Source: an optimization exercise on an open RTL-to-GDS flow (aim: small area). Production flows keep margins and buffers that such runs may drop. At most, simulation tests tie the RTL to the original design; equivalence was not proved. No activity file was given, so power comes from the tool's default toggle rates.

==> inputs of 03-26 <==
==> flow/design.v <==
module vga_synchronization( clk, reset, h_scan, v_scan, p_count, pixel_x, pixel_y );
	input            clk, reset;
	output           h_scan, v_scan;
	output [1:0]     p_count;
	output [9:0]     pixel_x, pixel_y;
	reg    [1:0]     p_count;
	reg    [9:0]     h_count, v_count;
	reg              h_scan_reg, v_scan_reg;
	wire p_tick = p_count[1] & p_count[0];
	wire h_end  = h_count[9] & h_count[8] & h_count[4] & h_count[3] &
	              h_count[2] & h_count[1] & h_count[0];
	wire v_end  = v_count[9] & v_count[3] & v_count[2];
	wire [9:0] h_t, v_t;
	assign h_t[0] = p_tick;
	assign v_t[0] = p_tick & h_end;
	genvar i;
	generate for ( i = 1; i < 10; i = i + 1 ) begin : g
		assign h_t[i] = h_t[i-1] & h_count[i-1];
		assign v_t[i] = v_t[i-1] & v_count[i-1];
	end endgenerate
	wire [9:0] h_clr = { h_end, h_end, 2'b0, h_end, 5'b0 };
	wire [9:0] v_clr = { v_end, 5'b0, v_end, v_end, 1'b0, v_end };
	wire h_sync = h_count[9] & ~h_count[8] & h_count[7] &
	              ( h_count[6] | h_count[5] | h_count[4] ) &
	              ~( h_count[6] & h_count[5] & h_count[4] );
	wire v_sync = ( v_count[8:1] == 8'b11110101 );
	always @ ( posedge clk, posedge reset )
		if ( reset )
			begin
				p_count    <= 2'b0;
				h_count    <= 10'b0;
				v_count    <= 10'b0;
				h_scan_reg <= 1'b0;
				v_scan_reg <= 1'b0;
			end
		else
			begin
				p_count    <= { p_count[1] ^ p_count[0], ~p_count[0] };
				h_count    <= ( h_count ^ h_t ) & ~( h_clr & {10{p_tick}} );
				v_count    <= ( v_count ^ v_t ) & ~( v_clr & {10{v_t[0]}} );
				h_scan_reg <= ~h_sync;
				v_scan_reg <= ~v_sync;
			end
	assign h_scan  = h_scan_reg;
	assign v_scan  = v_scan_reg;
	assign pixel_x = h_count;
	assign pixel_y = v_count;
endmodule
module pixel_generation( clk, reset, rgb, p_count, pixel_x, pixel_y, button );
	input         clk, reset;
	input  [1:0]  button;
	input  [1:0]  p_count;
	input  [9:0]  pixel_x, pixel_y;
	output [11:0] rgb;
	reg    [6:0]  bar_q;      
	reg    [8:0]  ball_xq;    
	reg    [5:0]  ball_yb;    
	reg           x_neg;      
	reg           y_neg;      
	wire [9:0] h = pixel_x;
	wire [9:0] v = pixel_y;
	wire [1:0] p = p_count;
	function automatic ge9;
		input [8:0] a, b;
		integer k;
		reg c;
		begin
			c = 1'b1;
			for ( k = 0; k < 9; k = k + 1 )
				c = ( a[k] & ~b[k] ) | ( ( a[k] | ~b[k] ) & c );
			ge9 = c;
		end
	endfunction
	wire line_481 = ( v[8:0] == 9'b111100001 );
	wire ref_tick = line_481 & ( h == 10'b0 );
	wire tick_mid = ref_tick & ( p[1] | p[0] );    
	wire tick_end = ref_tick & p[1] & p[0];        
	wire y_turn = ( ball_yb == 6'd59 ) & ~y_neg;   
	wire [5:0] yb_t;
	assign yb_t[0] = 1'b1;
	genvar i;
	generate for ( i = 1; i < 6; i = i + 1 ) begin : gy
		assign yb_t[i] = yb_t[i-1] & ( ball_yb[i-1] ^ y_neg );
	end endgenerate
	wire [5:0] yb_step = ball_yb ^ yb_t;
	wire top    = ( ball_yb == 6'd0 ) & ~tick_mid;
	wire bottom = y_turn & tick_mid;
	wire wall_hit = ~|ball_xq[8:5] & ~( ball_xq[4] & |ball_xq[3:1] );
	wire pad_x    = ( ball_xq[8:2] == 7'b1001010 ) & ( ball_xq[1] ^ ball_xq[0] );
	wire a_hi = tick_mid & ~y_neg;                             
	wire a_lo = ~tick_mid | ( y_neg & ~p[1] & p[0] ) |
	            ( ~y_neg & ~y_turn & p[1] & p[0] );            
	wire k_odd = tick_mid & p[0];
	wire [7:0] cmp_w = line_481 ? { 1'b0, a_hi ? yb_step : ball_yb, a_lo } : v[9:2];
	wire [8:0] cmp_k = line_481 ? ( k_odd ? 9'd20 : 9'd19 ) : 9'd18;
	wire [8:0] cmp_m = {1'b0, cmp_w} - cmp_k;                  
	wire bar_cmp = ge9( {1'b0, cmp_w}, {2'b0, bar_q} ) &
	               ( cmp_m[8] | ~ge9( {1'b0, cmp_m[7:0]}, {2'b0, bar_q} ) );
	wire pad_y   = bar_cmp;
	wire x_four = x_neg & ~|ball_xq[8:3];
	wire x_down = x_neg & ~x_four;
	wire bar_at_bottom = bar_q[6] & bar_q[5] & bar_q[2] & bar_q[0];  
	wire bar_at_top    = ~|bar_q[6:1];                                
	wire bar_up   = ref_tick & button[1] & ~bar_at_bottom;
	wire bar_down = ref_tick & ~( button[1] & ~bar_at_bottom ) & button[0] & ~bar_at_top;
	wire [6:0] bar_t;
	wire [8:0] bx_t;
	assign bar_t[0] = bar_up | bar_down;
	assign bx_t[0]  = ref_tick & ~x_four;
	assign bx_t[1]  = ref_tick & ( x_four | ( ball_xq[0] ^ x_down ) );
	generate
		for ( i = 1; i < 7; i = i + 1 ) begin : gb
			assign bar_t[i] = bar_t[i-1] & ( bar_q[i-1] ^ bar_down );
		end
		for ( i = 2; i < 9; i = i + 1 ) begin : gx
			assign bx_t[i] = bx_t[i-1] & ( ball_xq[i-1] ^ x_down );
		end
	endgenerate
	always @ ( posedge clk, posedge reset )
		if ( reset )
			begin
				bar_q   <= 7'd0;
				ball_xq <= 9'd0;
				ball_yb <= 6'd0;
				x_neg   <= 1'b1;
				y_neg   <= 1'b0;
			end
		else
			begin
				if ( line_481 )
					begin
						if ( top )
							y_neg <= 1'b0;
						else if ( tick_end & y_turn )
							y_neg <= 1'b1;
						if ( ~top & ~bottom )
							if ( wall_hit )
								x_neg <= 1'b0;
							else if ( pad_x & pad_y )
								x_neg <= 1'b1;
					end
				if ( tick_end & ~y_turn )
					ball_yb <= yb_step;
				bar_q   <= bar_q ^ bar_t;
				ball_xq <= ball_xq ^ bx_t;
			end
	wire [8:0] hq = h[9:1];
	wire h_on = ~h[9] | ~( h[8] | h[7] );    
	wire wall   = ( h[9:2] == 8'd8 );
	wire bar_c  = ( h[9:2] == 8'd150 );
	wire bar    = bar_c & bar_cmp;
	wire x_lo_eq = ( hq[1:0] == ball_xq[1:0] );
	wire x_hi_eq = ( hq[8:2] == ball_xq[8:2] );
	reg  ball_c_q;
	wire ball_c = x_lo_eq ? x_hi_eq : ball_c_q;
	always @ ( posedge clk, posedge reset )
		if ( reset )
			ball_c_q <= 1'b0;
		else
			ball_c_q <= ball_c & h_on;
	wire ball_r = ( v[9:3] == {1'b0, ball_yb} );
	wire [2:0] col = { hq[1:0] - ball_xq[1:0], h[0] };
	wire [2:0] row = v[2:0];
	wire edge2 = ( row == 3'd0 ) | ( row == 3'd7 );
	wire edge1 = ( row == 3'd1 ) | ( row == 3'd6 );
	wire rom_bit = edge2 ? ( col >= 3'd2 && col <= 3'd5 ) :
	               edge1 ? ( col >= 3'd1 && col <= 3'd6 ) : 1'b1;
	wire ball   = ball_c & ball_r & rom_bit;
	wire video_on = h_on & ~v[9] & ~( v[8] & v[7] & v[6] & v[5] );
	wire white   = video_on & ~wall & ~bar & ~ball;
	wire is_wall = video_on & wall;
	wire is_bar  = video_on & ~wall & bar;
	wire is_ball = video_on & ~wall & ~bar & ball;
	assign rgb = { white, white | is_bar, white, white | is_bar,
	               white | is_ball, white | is_ball, white, white,
	               white | is_wall, white | is_wall, white, white | is_wall };
endmodule
module VGA_controller( clk, reset, rgb, h_scan, v_scan, button );
	input         clk, reset;
	input  [1:0]  button;
	output [11:0] rgb;
	output        h_scan, v_scan;
	wire   [1:0]  p_count;
	wire   [9:0]  pixel_x, pixel_y;
	vga_synchronization u1 ( .clk(clk), .reset(reset), .h_scan(h_scan), .v_scan(v_scan),
	                         .p_count(p_count), .pixel_x(pixel_x), .pixel_y(pixel_y) );
	pixel_generation    u0 ( .clk(clk), .reset(reset), .rgb(rgb), .p_count(p_count), .pixel_x(pixel_x),
	                         .pixel_y(pixel_y), .button(button) );
endmodule
==> flow/flow/run.sh <==
#!/bin/bash
# Layout flow: the standard ORFS flow (standard.sh), with three changes
# that only affect how the cells are chosen:
#  - Yosys maps adders as plain logic and ABC maps the logic with an
#    area-oriented script (flow/abc_area.script) instead of the delay one;
#  - ports are buffered with buf_1 instead of clkdlybuf4s50_1;
#  - clock tree synthesis uses small clock buffers and no dummy loads.
# Registers, floorplan, power grid and the rest of the flow are unchanged.
set -euo pipefail
rm -rf myscripts
cp -r "$FLOW_HOME/scripts" myscripts
cp flow/abc_area.script myscripts/abc_speed.script
bash standard.sh \
  SCRIPTS_DIR="$PWD/myscripts" \
  ADDER_MAP_FILE= \
  BUFFER_PORTS_ARGS="-buffer_cell sky130_fd_sc_hd__buf_1" \
  CTS_ARGS="-sink_clustering_enable -repair_clock_nets -dont_use_dummy_load -buf_list {sky130_fd_sc_hd__clkbuf_4 sky130_fd_sc_hd__clkbuf_8}" \
  finish > flow.log 2>&1
==> flow/flow/abc_area.script <==
strash
&get -n
&st
&deepsyn -T 400
&dch -f
&nf -R 1000 -p
&st
&dc2
&dch -f
&nf -R 1000 -p
&put
topo
==> flow/standard.sh <==
#!/bin/bash
# synth_recipe.tcl (not shown) runs the flow's synth.tcl, then flattens the netlist and writes it again
# the make line also repeats each setting of config.mk as NAME=value (left out here)
make -C /OpenROAD-flow-scripts/flow DESIGN_CONFIG=/design/flow/config.mk WORK_HOME=/design/flow/orfs CLKGATE_MAP_FILE= SYNTH_SCRIPT=/design/flow/synth_recipe.tcl "${@:-finish}"
==> flow/config.mk <==
export PLATFORM = sky130hd
export DESIGN_NAME = VGA_controller
export DESIGN_NICKNAME = VGA_controller
export VERILOG_FILES = /design/flow/design.v
export SDC_FILE = /design/flow/constraint.sdc
export NUM_CORES = 4
export LEC_CHECK = 0
export CAP_MARGIN = 20
export CORE_MARGIN = 2
export CORE_UTILIZATION = 40
export SLEW_MARGIN = 20
==> flow/constraint.sdc <==
create_clock -name core_clock -period 10.0 [get_ports {clk}]
set_input_delay 2.0000 -clock core_clock [delete_from_list [all_inputs] [get_ports {clk}]]
set_output_delay 2.0000 -clock core_clock [all_outputs]
set_load 0.01 [all_outputs]
==> 04-23 (differences from 03-26) <==
==> flow/design.v (replaced) <==
module vga_synchronization( clk, reset, h_scan, v_scan, p_count, pixel_x, pixel_y );
	input            clk, reset;
	output           h_scan, v_scan;
	output [1:0]     p_count;
	output [9:0]     pixel_x, pixel_y;
	reg    [1:0]     p_count;
	reg    [9:0]     h_count, v_count;
	reg              h_scan_reg, v_scan_reg;
	wire p_tick = p_count[1] & p_count[0];
	wire h_end  = h_count[9] & h_count[8] & h_count[4] & h_count[3] &
	              h_count[2] & h_count[1] & h_count[0];
	wire v_end  = v_count[9] & v_count[3] & v_count[2];
	wire [9:0] h_t, v_t;
	assign h_t[0] = p_tick;
	assign v_t[0] = p_tick & h_end;
	genvar i;
	generate for ( i = 1; i < 10; i = i + 1 ) begin : g
		assign h_t[i] = h_t[i-1] & h_count[i-1];
		assign v_t[i] = v_t[i-1] & v_count[i-1];
	end endgenerate
	wire [9:0] h_clr = { h_end, h_end, 2'b0, h_end, 5'b0 };
	wire [9:0] v_clr = { v_end, 5'b0, v_end, v_end, 1'b0, v_end };
	wire h_sync = h_count[9] & ~h_count[8] & h_count[7] &
	              ( h_count[6] | h_count[5] | h_count[4] ) &
	              ~( h_count[6] & h_count[5] & h_count[4] );
	wire v_sync = ( v_count[8:1] == 8'b11110101 );
	always @ ( posedge clk, posedge reset )
		if ( reset )
			begin
				p_count    <= 2'b0;
				h_count    <= 10'b0;
				v_count    <= 10'b0;
				h_scan_reg <= 1'b0;
				v_scan_reg <= 1'b0;
			end
		else
			begin
				p_count    <= { p_count[1] ^ p_count[0], ~p_count[0] };
				h_count    <= ( h_count ^ h_t ) & ~( h_clr & {10{p_tick}} );
				v_count    <= ( v_count ^ v_t ) & ~( v_clr & {10{v_t[0]}} );
				h_scan_reg <= ~h_sync;
				v_scan_reg <= ~v_sync;
			end
	assign h_scan  = h_scan_reg;
	assign v_scan  = v_scan_reg;
	assign pixel_x = h_count;
	assign pixel_y = v_count;
endmodule
module pixel_generation( clk, reset, rgb, pixel_x, pixel_y, button );
	input         clk, reset;
	input  [1:0]  button;
	input  [9:0]  pixel_x, pixel_y;
	output [11:0] rgb;
	reg    [6:0]  bar_q;      
	reg    [8:0]  ball_xq;    
	reg    [7:0]  ball_yq;    
	reg           x_neg;      
	reg           x_four;     
	reg           y_neg;      
	reg           y_four;     
	wire [9:0] h = pixel_x;
	wire [9:0] v = pixel_y;
	function automatic ge9;
		input [8:0] a, b;
		integer k;
		reg c;
		begin
			c = 1'b1;
			for ( k = 0; k < 9; k = k + 1 )
				c = ( a[k] & ~b[k] ) | ( ( a[k] | ~b[k] ) & c );
			ge9 = c;
		end
	endfunction
	wire ref_tick = ( v[8:0] == 9'b111100001 ) & ( h == 10'b0 );
	wire top    = ~|ball_yq;
	wire bottom = ball_yq[7] & ball_yq[6] & ball_yq[5] & ball_yq[3] & ball_yq[2] &
	              ( ball_yq[1] | ball_yq[0] );
	wire wall_hit = ~|ball_xq[8:5] & ~( ball_xq[4] & |ball_xq[3:1] );
	wire pad_x    = ( ball_xq[8:2] == 7'b1001010 ) & ( ball_xq[1] ^ ball_xq[0] );
	wire pad_y    = ge9( {1'b0, ball_yq} + 9'd3, {1'b0, bar_q, 1'b0} ) &
	                ge9( {1'b0, bar_q, 1'b0} + 9'd35, {1'b0, ball_yq} );
	wire bar_at_bottom = bar_q[6] & bar_q[5] & bar_q[2] & bar_q[0];  
	wire bar_at_top    = ~|bar_q[6:1];                                
	wire bar_up   = ref_tick & button[1] & ~bar_at_bottom;
	wire bar_down = ref_tick & ~( button[1] & ~bar_at_bottom ) & button[0] & ~bar_at_top;
	wire [6:0] bar_t;
	wire [8:0] bx_t;
	wire [7:0] by_t;
	assign bar_t[0] = bar_up | bar_down;
	assign bx_t[0]  = ref_tick & ~x_four;
	assign bx_t[1]  = ref_tick & ( x_four | ( bx_t[0] & ( ball_xq[0] ^ x_neg ) ) );
	assign by_t[0]  = ref_tick;
	genvar i;
	generate
		for ( i = 1; i < 7; i = i + 1 ) begin : gb
			assign bar_t[i] = bar_t[i-1] & ( bar_q[i-1] ^ bar_down );
		end
		for ( i = 2; i < 9; i = i + 1 ) begin : gx
			assign bx_t[i] = bx_t[i-1] & ( ball_xq[i-1] ^ x_neg );
		end
		for ( i = 1; i < 8; i = i + 1 ) begin : gy
			assign by_t[i] = by_t[i-1] & ( ball_yq[i-1] ^ y_neg );
		end
	endgenerate
	always @ ( posedge clk, posedge reset )
		if ( reset )
			begin
				bar_q   <= 7'd0;
				ball_xq <= 9'd0;
				ball_yq <= 8'd0;
				x_neg   <= 1'b0;
				x_four  <= 1'b1;
				y_neg   <= 1'b0;
				y_four  <= 1'b1;
			end
		else
			begin
				y_four <= 1'b0;
				x_four <= x_four & ~ball_yq[0];
				if ( top )
					y_neg <= 1'b0;
				else if ( bottom )
					y_neg <= 1'b1;
				else if ( wall_hit )
					x_neg <= 1'b0;
				else if ( pad_x & pad_y )
					x_neg <= 1'b1;
				bar_q   <= bar_q ^ bar_t;
				ball_xq <= ball_xq ^ bx_t;
				ball_yq <= ball_yq ^ by_t;
			end
	wire [8:0] hq = h[9:1];
	wire wall   = ( h[9:2] == 8'd8 );
	wire bar_c  = ( h[9:2] == 8'd150 );
	wire bar_r  = ge9( {1'b0, v[9:2]}, {2'b0, bar_q} ) &
	              ~ge9( {1'b0, v[9:2]}, {2'b0, bar_q} + 9'd18 );
	wire bar    = bar_c & bar_r;
	wire ball_c = ge9( hq, ball_xq ) & ~ge9( hq, ball_xq + 9'd4 ) & ~( ball_xq[8] & ball_xq[7] & ball_xq[6] & ball_xq[5] & ball_xq[4] & ball_xq[3] & ball_xq[2] & ~hq[8] );
	wire ball_r = ge9( v[9:1], {1'b0, ball_yq} ) & ~ge9( v[9:1], {1'b0, ball_yq} + 9'd4 );
	wire [2:0] col = { hq[1:0] - ball_xq[1:0], h[0] };
	wire [2:0] row = { v[2:1] - ball_yq[1:0], v[0] };
	wire edge2 = ( row == 3'd0 ) | ( row == 3'd7 );
	wire edge1 = ( row == 3'd1 ) | ( row == 3'd6 );
	wire rom_bit = edge2 ? ( col >= 3'd2 && col <= 3'd5 ) :
	               edge1 ? ( col >= 3'd1 && col <= 3'd6 ) : 1'b1;
	wire ball   = ball_c & ball_r & rom_bit;
	wire video_on = ( ~h[9] | ~( h[8] | h[7] ) ) & ~v[9] & ~( v[8] & v[7] & v[6] & v[5] );
	wire white   = video_on & ~wall & ~bar & ~ball;
	wire is_wall = video_on & wall;
	wire is_bar  = video_on & ~wall & bar;
	wire is_ball = video_on & ~wall & ~bar & ball;
	assign rgb = { white, white | is_bar, white, white | is_bar,
	               white | is_ball, white | is_ball, white, white,
	               white | is_wall, white | is_wall, white, white | is_wall };
endmodule
module VGA_controller( clk, reset, rgb, h_scan, v_scan, button );
	input         clk, reset;
	input  [1:0]  button;
	output [11:0] rgb;
	output        h_scan, v_scan;
	wire   [1:0]  p_count;
	wire   [9:0]  pixel_x, pixel_y;
	vga_synchronization u1 ( .clk(clk), .reset(reset), .h_scan(h_scan), .v_scan(v_scan),
	                         .p_count(p_count), .pixel_x(pixel_x), .pixel_y(pixel_y) );
	pixel_generation    u0 ( .clk(clk), .reset(reset), .rgb(rgb), .pixel_x(pixel_x),
	                         .pixel_y(pixel_y), .button(button) );
endmodule
==> flow/run.sh (new file) <==
#!/bin/bash
# synth_recipe.tcl (not shown) runs the flow's synth.tcl, then flattens the netlist and writes it again
# the make line also repeats each setting of config.mk as NAME=value (left out here)
make -C /OpenROAD-flow-scripts/flow DESIGN_CONFIG=/design/flow/config.mk WORK_HOME=/design/flow/orfs CLKGATE_MAP_FILE= SYNTH_SCRIPT=/design/flow/synth_recipe.tcl finish
removed: flow/flow/run.sh
removed: flow/flow/abc_area.script
removed: flow/standard.sh
==> 10-22 (differences from 03-26) <==
--- a/flow/design.v
+++ b/flow/design.v
@@ -56,6 +56,7 @@
 	reg    [8:0]  ball_xq;    
 	reg    [5:0]  ball_yb;    
 	reg           x_neg;      
+	reg           x_four;     
 	reg           y_neg;      
 	wire [9:0] h = pixel_x;
 	wire [9:0] v = pixel_y;
@@ -97,8 +98,6 @@
 	wire bar_cmp = ge9( {1'b0, cmp_w}, {2'b0, bar_q} ) &
 	               ( cmp_m[8] | ~ge9( {1'b0, cmp_m[7:0]}, {2'b0, bar_q} ) );
 	wire pad_y   = bar_cmp;
-	wire x_four = x_neg & ~|ball_xq[8:3];
-	wire x_down = x_neg & ~x_four;
 	wire bar_at_bottom = bar_q[6] & bar_q[5] & bar_q[2] & bar_q[0];  
 	wire bar_at_top    = ~|bar_q[6:1];                                
 	wire bar_up   = ref_tick & button[1] & ~bar_at_bottom;
@@ -107,13 +106,13 @@
 	wire [8:0] bx_t;
 	assign bar_t[0] = bar_up | bar_down;
 	assign bx_t[0]  = ref_tick & ~x_four;
-	assign bx_t[1]  = ref_tick & ( x_four | ( ball_xq[0] ^ x_down ) );
+	assign bx_t[1]  = ref_tick & ( x_four | ( ball_xq[0] ^ x_neg ) );
 	generate
 		for ( i = 1; i < 7; i = i + 1 ) begin : gb
 			assign bar_t[i] = bar_t[i-1] & ( bar_q[i-1] ^ bar_down );
 		end
 		for ( i = 2; i < 9; i = i + 1 ) begin : gx
-			assign bx_t[i] = bx_t[i-1] & ( ball_xq[i-1] ^ x_down );
+			assign bx_t[i] = bx_t[i-1] & ( ball_xq[i-1] ^ x_neg );
 		end
 	endgenerate
 	always @ ( posedge clk, posedge reset )
@@ -122,13 +121,15 @@
 				bar_q   <= 7'd0;
 				ball_xq <= 9'd0;
 				ball_yb <= 6'd0;
-				x_neg   <= 1'b1;
+				x_neg   <= 1'b0;
+				x_four  <= 1'b1;
 				y_neg   <= 1'b0;
 			end
 		else
 			begin
 				if ( line_481 )
 					begin
+						x_four <= x_four & top;
 						if ( top )
 							y_neg <= 1'b0;
 						else if ( tick_end & y_turn )
==> flow/flow/abc_area.script (replaced) <==
strash
&get -n
&st
&deepsyn -T 300
&dch -f
&nf -R 1000 -p
&st
&dc2
&dch -f
&nf -R 1000 -p
&put
topo
==> summary.txt <==
| quantity | 04-23 | 10-22 | 03-26 |
|---|---|---|---|
| Status | no timing/DRC/antenna violations | no timing/DRC/antenna violations | no timing/DRC/antenna violations |
| Width of the die | 106 um | 89.8 um | 89.5 um |
| Post-synthesis share of cell area spent on full adders, half adders and majority gates | 12.8% | 0% | 0% |
| Peak Freq | 0.171 GHz | 0.144 GHz | 0.132 GHz |
| Cell area after layout | 4440 sq um | 3130 sq um | 3110 sq um |
| Worst ir drop on vdd | 0.0541 mV | 0.0437 mV | 0.0700 mV |
| DP Worst Slack | 4520 ps | 3520 ps | 2830 ps |
| Power dissipated in sequential cells | 206 uW | 202 uW | 198 uW |
| Inverters | 33 | 12 | 8 |
| Met2 Track Usage GR | 28.3% | 24.2% | 24.9% |
| Placeable core region | 10200 sq um | 7180 sq um | 7180 sq um |
| Overall Power | 364 uW | 314 uW | 308 uW |
| Global-route wire length before repair | 16200 um | 10400 um | 10100 um |
| Clock network fraction of design power | 41.4% | 34.3% | 34.3% |
| Critical Path Start | u1.h_count[1] | u1.h_count[3] | u1.v_count[5] |
| Gate count of the mapped netlist | 488 | 322 | 323 |
| Share of cells above drive strength 1 | 4.81% | 2.09% | 2.08% |
| Comb. pwr | 7.18 uW | 4.26 uW | 4.51 uW |
Function not checked in 04-23: the RTL went through the layout flow alone.

==> what the ideal ports hide <==
No port has a modelled driver above. Below, the same layouts with a new extraction and two added sets of constraints.
Step 1, drivers: a clkbuf_16 drives clk and a buf_2 each remaining input, both assumed.
Step 2 adds t to the input delays and takes it off the output delays; t is the mean of the earliest and latest rising clock arrival at the registers after step 1. Input paths then give back, and output paths get back, about the clock's delay inside the block.
Slacks: no drivers / after step 1 / after step 2; pairs: no drivers / after step 1.
run	shift t [ns]	setup slack, ns	worst setup path at the end	worst register clock-pin slew, ns
03-26	0.325	2.441 / 2.413 / 2.738	register to output	0.10 / 0.10
04-23	0.340	4.140 / 4.108 / 4.448	register to output	0.10 / 0.10
10-22	0.323	3.051 / 3.022 / 3.345	register to output	0.09 / 0.09
After both steps every run listed still meets setup and hold.
